Context: an optimization exercise on an open-source flow, tuned for small area. The choices shown serve that exercise and are no tape-out recipe.
In this exercise RTL edits were held to simulation tests only and were not proved equivalent to the original.
Power and IR drop assume default switching activity.

==> job 2490 <==
==> flow/design.v <==
module subbytes#(
    parameter SBOX_WIDTH = 8,
    parameter SBOX_DEPTH = 256,
    parameter DATA_WIDTH = 16
)(
    input clk,
    input reset_n,
    input sbox_valid,
    input [SBOX_WIDTH-1:0] sbox_out,
    input tvalid,
    input [DATA_WIDTH-1:0] in,
    output reg valid,
    output reg [DATA_WIDTH-1:0] out
);
    localparam NUM_BYTES = DATA_WIDTH / 8;
    reg [7:0] index;                     
    reg sbox_ready;                      
    reg [8:0] wk;                        
    reg [7:0] t;                         
    wire load = sbox_valid && !sbox_ready;
    always @(posedge clk or negedge reset_n) begin
        if (!reset_n) begin
            index <= 0;
            sbox_ready <= 0;
        end else if (load) begin
            index <= index + 1;
            if (index == SBOX_DEPTH - 1) sbox_ready <= 1;
        end
    end
    reg [63:0] fq;
    wire [2:0] fw = t[2:0] + 3'd1 - index[2:0];    
    wire [63:0] fq_prev = {fq[55:0], fq[63:56]};
    wire [63:0] fq_next;
    wire pending = (wk != {sbox_ready, index});
    wire [7:0] d = t - wk[7:0];          
    wire ins = pending && (d[2:0] == 0);
    wire [7:0] ins_data = fq[7:0];
    always @(posedge clk or negedge reset_n) begin
        if (!reset_n) begin
            wk <= 0;
            t <= 0;
        end else begin
            t <= t + 1;
            if (ins) wk <= wk + 1;
        end
    end
    reg [2047:0] ring;
    wire [2047:0] ring_prev = {ring[2039:0], ring[2047:2040]};
    wire [2047:0] ring_next;
    genvar g, j, b;
    generate
        for (j = 0; j < 8; j = j + 1) begin : FQ
            wire sel = load && (fw == j);
            wire [7:0] x = (j % 2) ? sbox_out : ~sbox_out;
            for (b = 0; b < 8; b = b + 1) begin : BIT
                sb_ins u (.en(sel), .en_n(~sel), .x(x[b]), .q(fq_prev[8*j + b]),
                          .y(fq_next[8*j + b]));
            end
        end
    endgenerate
    always @(posedge clk) fq <= fq_next;
    generate
        for (j = 0; j < 32; j = j + 1) begin : SEG
            wire sel = ins && (d[7:3] == j);
            wire [7:0] x = (j % 2) ? ins_data : ~ins_data;
            for (b = 0; b < 8; b = b + 1) begin : BIT
                sb_ins u (.en(sel), .en_n(~sel), .x(x[b]), .q(ring_prev[64*j + b]),
                          .y(ring_next[64*j + b]));
            end
            assign ring_next[64*j + 8 +: 56] = ring_prev[64*j + 8 +: 56];
        end
    endgenerate
    always @(posedge clk) ring <= ring_next;
    wire [7:0] rd [0:NUM_BYTES-1];
    generate
        for (g = 0; g < NUM_BYTES; g = g + 1) begin : RD
            wire [7:0] a = in[g*8 +: 8];
            wire [7:0] st = t + ~a;
            wire fwd = !wk[8] && (a[7:3] == 5'h1f) && (a[2:0] >= wk[2:0]);
            wire [15:0] hi, lo;
            for (j = 0; j < 16; j = j + 1) begin : PD
                assign hi[j] = (st[7:4] == j) && !fwd;
                assign lo[j] = (st[3:0] == j);
            end
            wire [255:0] s = {hi[15]&lo[15], hi[15]&lo[14], hi[15]&lo[13], hi[15]&lo[12], hi[15]&lo[11], hi[15]&lo[10], hi[15]&lo[9], hi[15]&lo[8], hi[15]&lo[7], hi[15]&lo[6], hi[15]&lo[5], hi[15]&lo[4], hi[15]&lo[3], hi[15]&lo[2], hi[15]&lo[1], hi[15]&lo[0],
                              hi[14]&lo[15], hi[14]&lo[14], hi[14]&lo[13], hi[14]&lo[12], hi[14]&lo[11], hi[14]&lo[10], hi[14]&lo[9], hi[14]&lo[8], hi[14]&lo[7], hi[14]&lo[6], hi[14]&lo[5], hi[14]&lo[4], hi[14]&lo[3], hi[14]&lo[2], hi[14]&lo[1], hi[14]&lo[0],
                              hi[13]&lo[15], hi[13]&lo[14], hi[13]&lo[13], hi[13]&lo[12], hi[13]&lo[11], hi[13]&lo[10], hi[13]&lo[9], hi[13]&lo[8], hi[13]&lo[7], hi[13]&lo[6], hi[13]&lo[5], hi[13]&lo[4], hi[13]&lo[3], hi[13]&lo[2], hi[13]&lo[1], hi[13]&lo[0],
                              hi[12]&lo[15], hi[12]&lo[14], hi[12]&lo[13], hi[12]&lo[12], hi[12]&lo[11], hi[12]&lo[10], hi[12]&lo[9], hi[12]&lo[8], hi[12]&lo[7], hi[12]&lo[6], hi[12]&lo[5], hi[12]&lo[4], hi[12]&lo[3], hi[12]&lo[2], hi[12]&lo[1], hi[12]&lo[0],
                              hi[11]&lo[15], hi[11]&lo[14], hi[11]&lo[13], hi[11]&lo[12], hi[11]&lo[11], hi[11]&lo[10], hi[11]&lo[9], hi[11]&lo[8], hi[11]&lo[7], hi[11]&lo[6], hi[11]&lo[5], hi[11]&lo[4], hi[11]&lo[3], hi[11]&lo[2], hi[11]&lo[1], hi[11]&lo[0],
                              hi[10]&lo[15], hi[10]&lo[14], hi[10]&lo[13], hi[10]&lo[12], hi[10]&lo[11], hi[10]&lo[10], hi[10]&lo[9], hi[10]&lo[8], hi[10]&lo[7], hi[10]&lo[6], hi[10]&lo[5], hi[10]&lo[4], hi[10]&lo[3], hi[10]&lo[2], hi[10]&lo[1], hi[10]&lo[0],
                              hi[9]&lo[15], hi[9]&lo[14], hi[9]&lo[13], hi[9]&lo[12], hi[9]&lo[11], hi[9]&lo[10], hi[9]&lo[9], hi[9]&lo[8], hi[9]&lo[7], hi[9]&lo[6], hi[9]&lo[5], hi[9]&lo[4], hi[9]&lo[3], hi[9]&lo[2], hi[9]&lo[1], hi[9]&lo[0],
                              hi[8]&lo[15], hi[8]&lo[14], hi[8]&lo[13], hi[8]&lo[12], hi[8]&lo[11], hi[8]&lo[10], hi[8]&lo[9], hi[8]&lo[8], hi[8]&lo[7], hi[8]&lo[6], hi[8]&lo[5], hi[8]&lo[4], hi[8]&lo[3], hi[8]&lo[2], hi[8]&lo[1], hi[8]&lo[0],
                              hi[7]&lo[15], hi[7]&lo[14], hi[7]&lo[13], hi[7]&lo[12], hi[7]&lo[11], hi[7]&lo[10], hi[7]&lo[9], hi[7]&lo[8], hi[7]&lo[7], hi[7]&lo[6], hi[7]&lo[5], hi[7]&lo[4], hi[7]&lo[3], hi[7]&lo[2], hi[7]&lo[1], hi[7]&lo[0],
                              hi[6]&lo[15], hi[6]&lo[14], hi[6]&lo[13], hi[6]&lo[12], hi[6]&lo[11], hi[6]&lo[10], hi[6]&lo[9], hi[6]&lo[8], hi[6]&lo[7], hi[6]&lo[6], hi[6]&lo[5], hi[6]&lo[4], hi[6]&lo[3], hi[6]&lo[2], hi[6]&lo[1], hi[6]&lo[0],
                              hi[5]&lo[15], hi[5]&lo[14], hi[5]&lo[13], hi[5]&lo[12], hi[5]&lo[11], hi[5]&lo[10], hi[5]&lo[9], hi[5]&lo[8], hi[5]&lo[7], hi[5]&lo[6], hi[5]&lo[5], hi[5]&lo[4], hi[5]&lo[3], hi[5]&lo[2], hi[5]&lo[1], hi[5]&lo[0],
                              hi[4]&lo[15], hi[4]&lo[14], hi[4]&lo[13], hi[4]&lo[12], hi[4]&lo[11], hi[4]&lo[10], hi[4]&lo[9], hi[4]&lo[8], hi[4]&lo[7], hi[4]&lo[6], hi[4]&lo[5], hi[4]&lo[4], hi[4]&lo[3], hi[4]&lo[2], hi[4]&lo[1], hi[4]&lo[0],
                              hi[3]&lo[15], hi[3]&lo[14], hi[3]&lo[13], hi[3]&lo[12], hi[3]&lo[11], hi[3]&lo[10], hi[3]&lo[9], hi[3]&lo[8], hi[3]&lo[7], hi[3]&lo[6], hi[3]&lo[5], hi[3]&lo[4], hi[3]&lo[3], hi[3]&lo[2], hi[3]&lo[1], hi[3]&lo[0],
                              hi[2]&lo[15], hi[2]&lo[14], hi[2]&lo[13], hi[2]&lo[12], hi[2]&lo[11], hi[2]&lo[10], hi[2]&lo[9], hi[2]&lo[8], hi[2]&lo[7], hi[2]&lo[6], hi[2]&lo[5], hi[2]&lo[4], hi[2]&lo[3], hi[2]&lo[2], hi[2]&lo[1], hi[2]&lo[0],
                              hi[1]&lo[15], hi[1]&lo[14], hi[1]&lo[13], hi[1]&lo[12], hi[1]&lo[11], hi[1]&lo[10], hi[1]&lo[9], hi[1]&lo[8], hi[1]&lo[7], hi[1]&lo[6], hi[1]&lo[5], hi[1]&lo[4], hi[1]&lo[3], hi[1]&lo[2], hi[1]&lo[1], hi[1]&lo[0],
                              hi[0]&lo[15], hi[0]&lo[14], hi[0]&lo[13], hi[0]&lo[12], hi[0]&lo[11], hi[0]&lo[10], hi[0]&lo[9], hi[0]&lo[8], hi[0]&lo[7], hi[0]&lo[6], hi[0]&lo[5], hi[0]&lo[4], hi[0]&lo[3], hi[0]&lo[2], hi[0]&lo[1], hi[0]&lo[0]};
            wire [2:0] fa = st[2:0] + 3'd1;
            wire [7:0] fs;
            for (j = 0; j < 8; j = j + 1) begin : FS
                assign fs[j] = fwd && (fa == j);
            end
            for (b = 0; b < 8; b = b + 1) begin : BIT
                wire [127:0] tq, ts;
                wire [42:0] tn;          
                for (j = 0; j < 128; j = j + 1) begin : TQ
                    assign tq[j] = ring[64*(2*(j/8)) + 8*(j%8) + b];
                    assign ts[j] = s[8*(2*(j/8)) + (j%8)];
                end
                for (j = 0; j < 42; j = j + 1) begin : TA
                    sb_aoi3 u (.s0(ts[3*j]), .s1(ts[3*j+1]), .s2(ts[3*j+2]),
                               .m0(tq[3*j]), .m1(tq[3*j+1]), .m2(tq[3*j+2]), .y(tn[j]));
                end
                assign tn[42] = ~((ts[126] & tq[126]) | (ts[127] & tq[127]));
                wire [63:0] ip;          
                for (j = 0; j < 64; j = j + 1) begin : IA
                    sb_oai2 u (.sn0(~s[8*(2*(j/4)+1) + 2*(j%4)]), .sn1(~s[8*(2*(j/4)+1) + 2*(j%4) + 1]),
                               .q0(ring[64*(2*(j/4)+1) + 8*(2*(j%4)) + b]),
                               .q1(ring[64*(2*(j/4)+1) + 8*(2*(j%4)+1) + b]), .y(ip[j]));
                end
                wire [7:0] fv;
                for (j = 0; j < 8; j = j + 1) begin : FV
                    assign fv[j] = fs[j] & (fq[8*j + b] ^ (j % 2));
                end
                assign rd[g][b] = (|ip) | ~(&tn) | (|fv);
            end
        end
    endgenerate
    always @(posedge clk or negedge reset_n) begin
        if (!reset_n) begin
            valid <= 0;
            out <= 0;
        end else begin
            valid <= tvalid && sbox_ready;
            if (tvalid && sbox_ready)
                out <= {rd[1], rd[0]};
        end
    end
endmodule
module sb_aoi3(input s0, input s1, input s2, input m0, input m1, input m2, output y);
    assign y = ~((s0 & m0) | (s1 & m1) | (s2 & m2));
endmodule
module sb_oai2(input sn0, input sn1, input q0, input q1, output y);
    assign y = ~((sn0 | q0) & (sn1 | q1));
endmodule
module sb_ins(input en, input en_n, input x, input q, output y);
    assign y = ~((en | q) & (en_n | x));
endmodule
==> flow/run.sh <==
#!/bin/bash
# synth_recipe.tcl (not shown) runs the flow's synth.tcl, then flattens the netlist and writes it again
# the make line also repeats each setting of config.mk as NAME=value (left out here)
make -C /OpenROAD-flow-scripts/flow DESIGN_CONFIG=/design/flow/config.mk WORK_HOME=/design/flow/orfs CLKGATE_MAP_FILE= SYNTH_SCRIPT=/design/flow/synth_recipe.tcl finish
==> flow/config.mk <==
export PLATFORM = sky130hd
export DESIGN_NAME = subbytes
export DESIGN_NICKNAME = subbytes
export VERILOG_FILES = /design/flow/design.v
export SDC_FILE = /design/flow/constraint.sdc
export NUM_CORES = 4
export LEC_CHECK = 0
export CAP_MARGIN = 35
export CELL_PAD_IN_SITES_DETAIL_PLACEMENT = 1
export CELL_PAD_IN_SITES_GLOBAL_PLACEMENT = 2
export CORE_MARGIN = 2
export CORE_UTILIZATION = 50
export CTS_CLUSTER_DIAMETER = 70
export CTS_CLUSTER_SIZE = 22
export PLACE_DENSITY = 0.6
export SLEW_MARGIN = 30
export SYNTH_HIERARCHICAL = 1
==> flow/constraint.sdc <==
create_clock -name core_clock -period 10.0 [get_ports {clk}]
set_input_delay 2.0000 -clock core_clock [delete_from_list [all_inputs] [get_ports {clk}]]
set_output_delay 2.0000 -clock core_clock [all_outputs]
set_load 0.01 [all_outputs]
==> job 8180: changes against job 2490 <==
--- a/flow/config.mk
+++ b/flow/config.mk
@@ -9,9 +9,9 @@
 export CELL_PAD_IN_SITES_DETAIL_PLACEMENT = 1
 export CELL_PAD_IN_SITES_GLOBAL_PLACEMENT = 2
 export CORE_MARGIN = 2
-export CORE_UTILIZATION = 50
-export CTS_CLUSTER_DIAMETER = 70
-export CTS_CLUSTER_SIZE = 22
-export PLACE_DENSITY = 0.6
+export CORE_UTILIZATION = 45
+export CTS_CLUSTER_DIAMETER = 80
+export CTS_CLUSTER_SIZE = 25
+export PLACE_DENSITY = 0.55
 export SLEW_MARGIN = 30
 export SYNTH_HIERARCHICAL = 1
==> job 6579: changes against job 2490 <==
--- a/flow/config.mk
+++ b/flow/config.mk
@@ -9,9 +9,9 @@
 export CELL_PAD_IN_SITES_DETAIL_PLACEMENT = 1
 export CELL_PAD_IN_SITES_GLOBAL_PLACEMENT = 2
 export CORE_MARGIN = 2
-export CORE_UTILIZATION = 50
+export CORE_UTILIZATION = 45
 export CTS_CLUSTER_DIAMETER = 70
 export CTS_CLUSTER_SIZE = 22
-export PLACE_DENSITY = 0.6
+export PLACE_DENSITY = 0.55
 export SLEW_MARGIN = 30
 export SYNTH_HIERARCHICAL = 1
==> job 6359: changes against job 2490 <==
--- a/flow/config.mk
+++ b/flow/config.mk
@@ -9,9 +9,9 @@
 export CELL_PAD_IN_SITES_DETAIL_PLACEMENT = 1
 export CELL_PAD_IN_SITES_GLOBAL_PLACEMENT = 2
 export CORE_MARGIN = 2
-export CORE_UTILIZATION = 50
-export CTS_CLUSTER_DIAMETER = 70
-export CTS_CLUSTER_SIZE = 22
-export PLACE_DENSITY = 0.6
+export CORE_UTILIZATION = 45
+export CTS_CLUSTER_DIAMETER = 60
+export CTS_CLUSTER_SIZE = 20
+export PLACE_DENSITY = 0.55
 export SLEW_MARGIN = 30
 export SYNTH_HIERARCHICAL = 1
==> run notes <==
                                                         job 2490        job 6359        job 6579        job 8180
All-layer global routing usage                              0.603           0.560           0.559           0.555
Max stage delay on crit path                              1.03 ns         0.80 ns         0.79 ns         0.82 ns
Number of fill cells in the layout                         14,200          16,100          16,100          16,200
Post-route setup slack                                    1.41 ns         1.35 ns         1.30 ns         1.17 ns
Status                                             finished clean  finished clean  finished clean  finished clean
Average wire length per cell after detail routing         52.3 um         52.1 um         52.2 um         52.3 um
Final HPWL DP                                              344 mm          362 mm          362 mm          362 mm
Total die area                                        0.142 sq mm     0.158 sq mm     0.158 sq mm     0.158 sq mm
Worst slack at placement                                 0.911 ns        0.905 ns        0.905 ns        0.905 ns
Wire length on met3                                       76.3 mm         68.5 mm         66.4 mm         66.2 mm
Met2 Routed Length                                         169 mm          182 mm          183 mm          182 mm
Skew-Pair Late Insertion Delay                            0.86 ns         0.87 ns         0.85 ns         0.83 ns
Well-Tap Cells                                              1,794           2,044           2,044           2,044
Die extent in y                                            377 um          398 um          398 um          398 um
Total Power                                             18,800 uW       19,500 uW       19,100 uW       18,200 uW
Power share of the sequential group                         0.534           0.512           0.523           0.550
Met1 WL                                                    140 mm          154 mm          155 mm          154 mm
DP Area                                              0.0748 sq mm    0.0755 sq mm    0.0755 sq mm    0.0755 sq mm
Footprint of the multi-input gates                   0.0265 sq mm    0.0266 sq mm    0.0266 sq mm    0.0266 sq mm
Launching element of the worst setup path                   in[8]          in[12]          in[12]          in[12]
Min-delay src                                           ring[144]      ring[2024]       ring[432]       ring[469]
Non-clock buffer area fraction after layout                0.0364          0.0378          0.0383          0.0382
Layout clock buffer count                                     158             178             165             122
Clock distribution power                                  6120 uW         6960 uW         6510 uW         5620 uW

re-timing with driven ports:
Ports are ideal in the flow. The routed layouts listed here were re-timed in OpenROAD. Step 1: set_driving_cell puts a clkbuf_16 on clk and a buf_2 on each other input, an assumption about the parent block. Step 2 adds t to the input delays and takes it off the output delays; t is the mean of the earliest and latest rising clock arrival at the registers after step 1. Input paths then give back, and output paths get back, about the clock's delay inside the block. Slacks: ideal / step 1 / step 2; pairs: ideal / step 1.
| run | shift t [ns] | setup slack, ns | slew at the worst register clock pin (ns) | worst slew at a driven data input, ns |
|---|---|---|---|---|
| job 2490 | 0.932 | 1.409 / 1.477 / 0.544 | 0.10 / 0.10 | 0.05 |
| job 8180 | 0.899 | 1.173 / 1.241 / 0.342 | 0.11 / 0.11 | 0.04 |
| job 6579 | 0.929 | 1.299 / 1.375 / 0.445 | 0.10 / 0.10 | 0.04 |
| job 6359 | 0.936 | 1.347 / 1.414 / 0.478 | 0.09 / 0.09 | 0.04 |
After both steps setup and hold are still met in every run listed. The setup slack of job 6359, which loses most, moves by +0.067 ns with the drivers and by -0.869 ns with both steps.
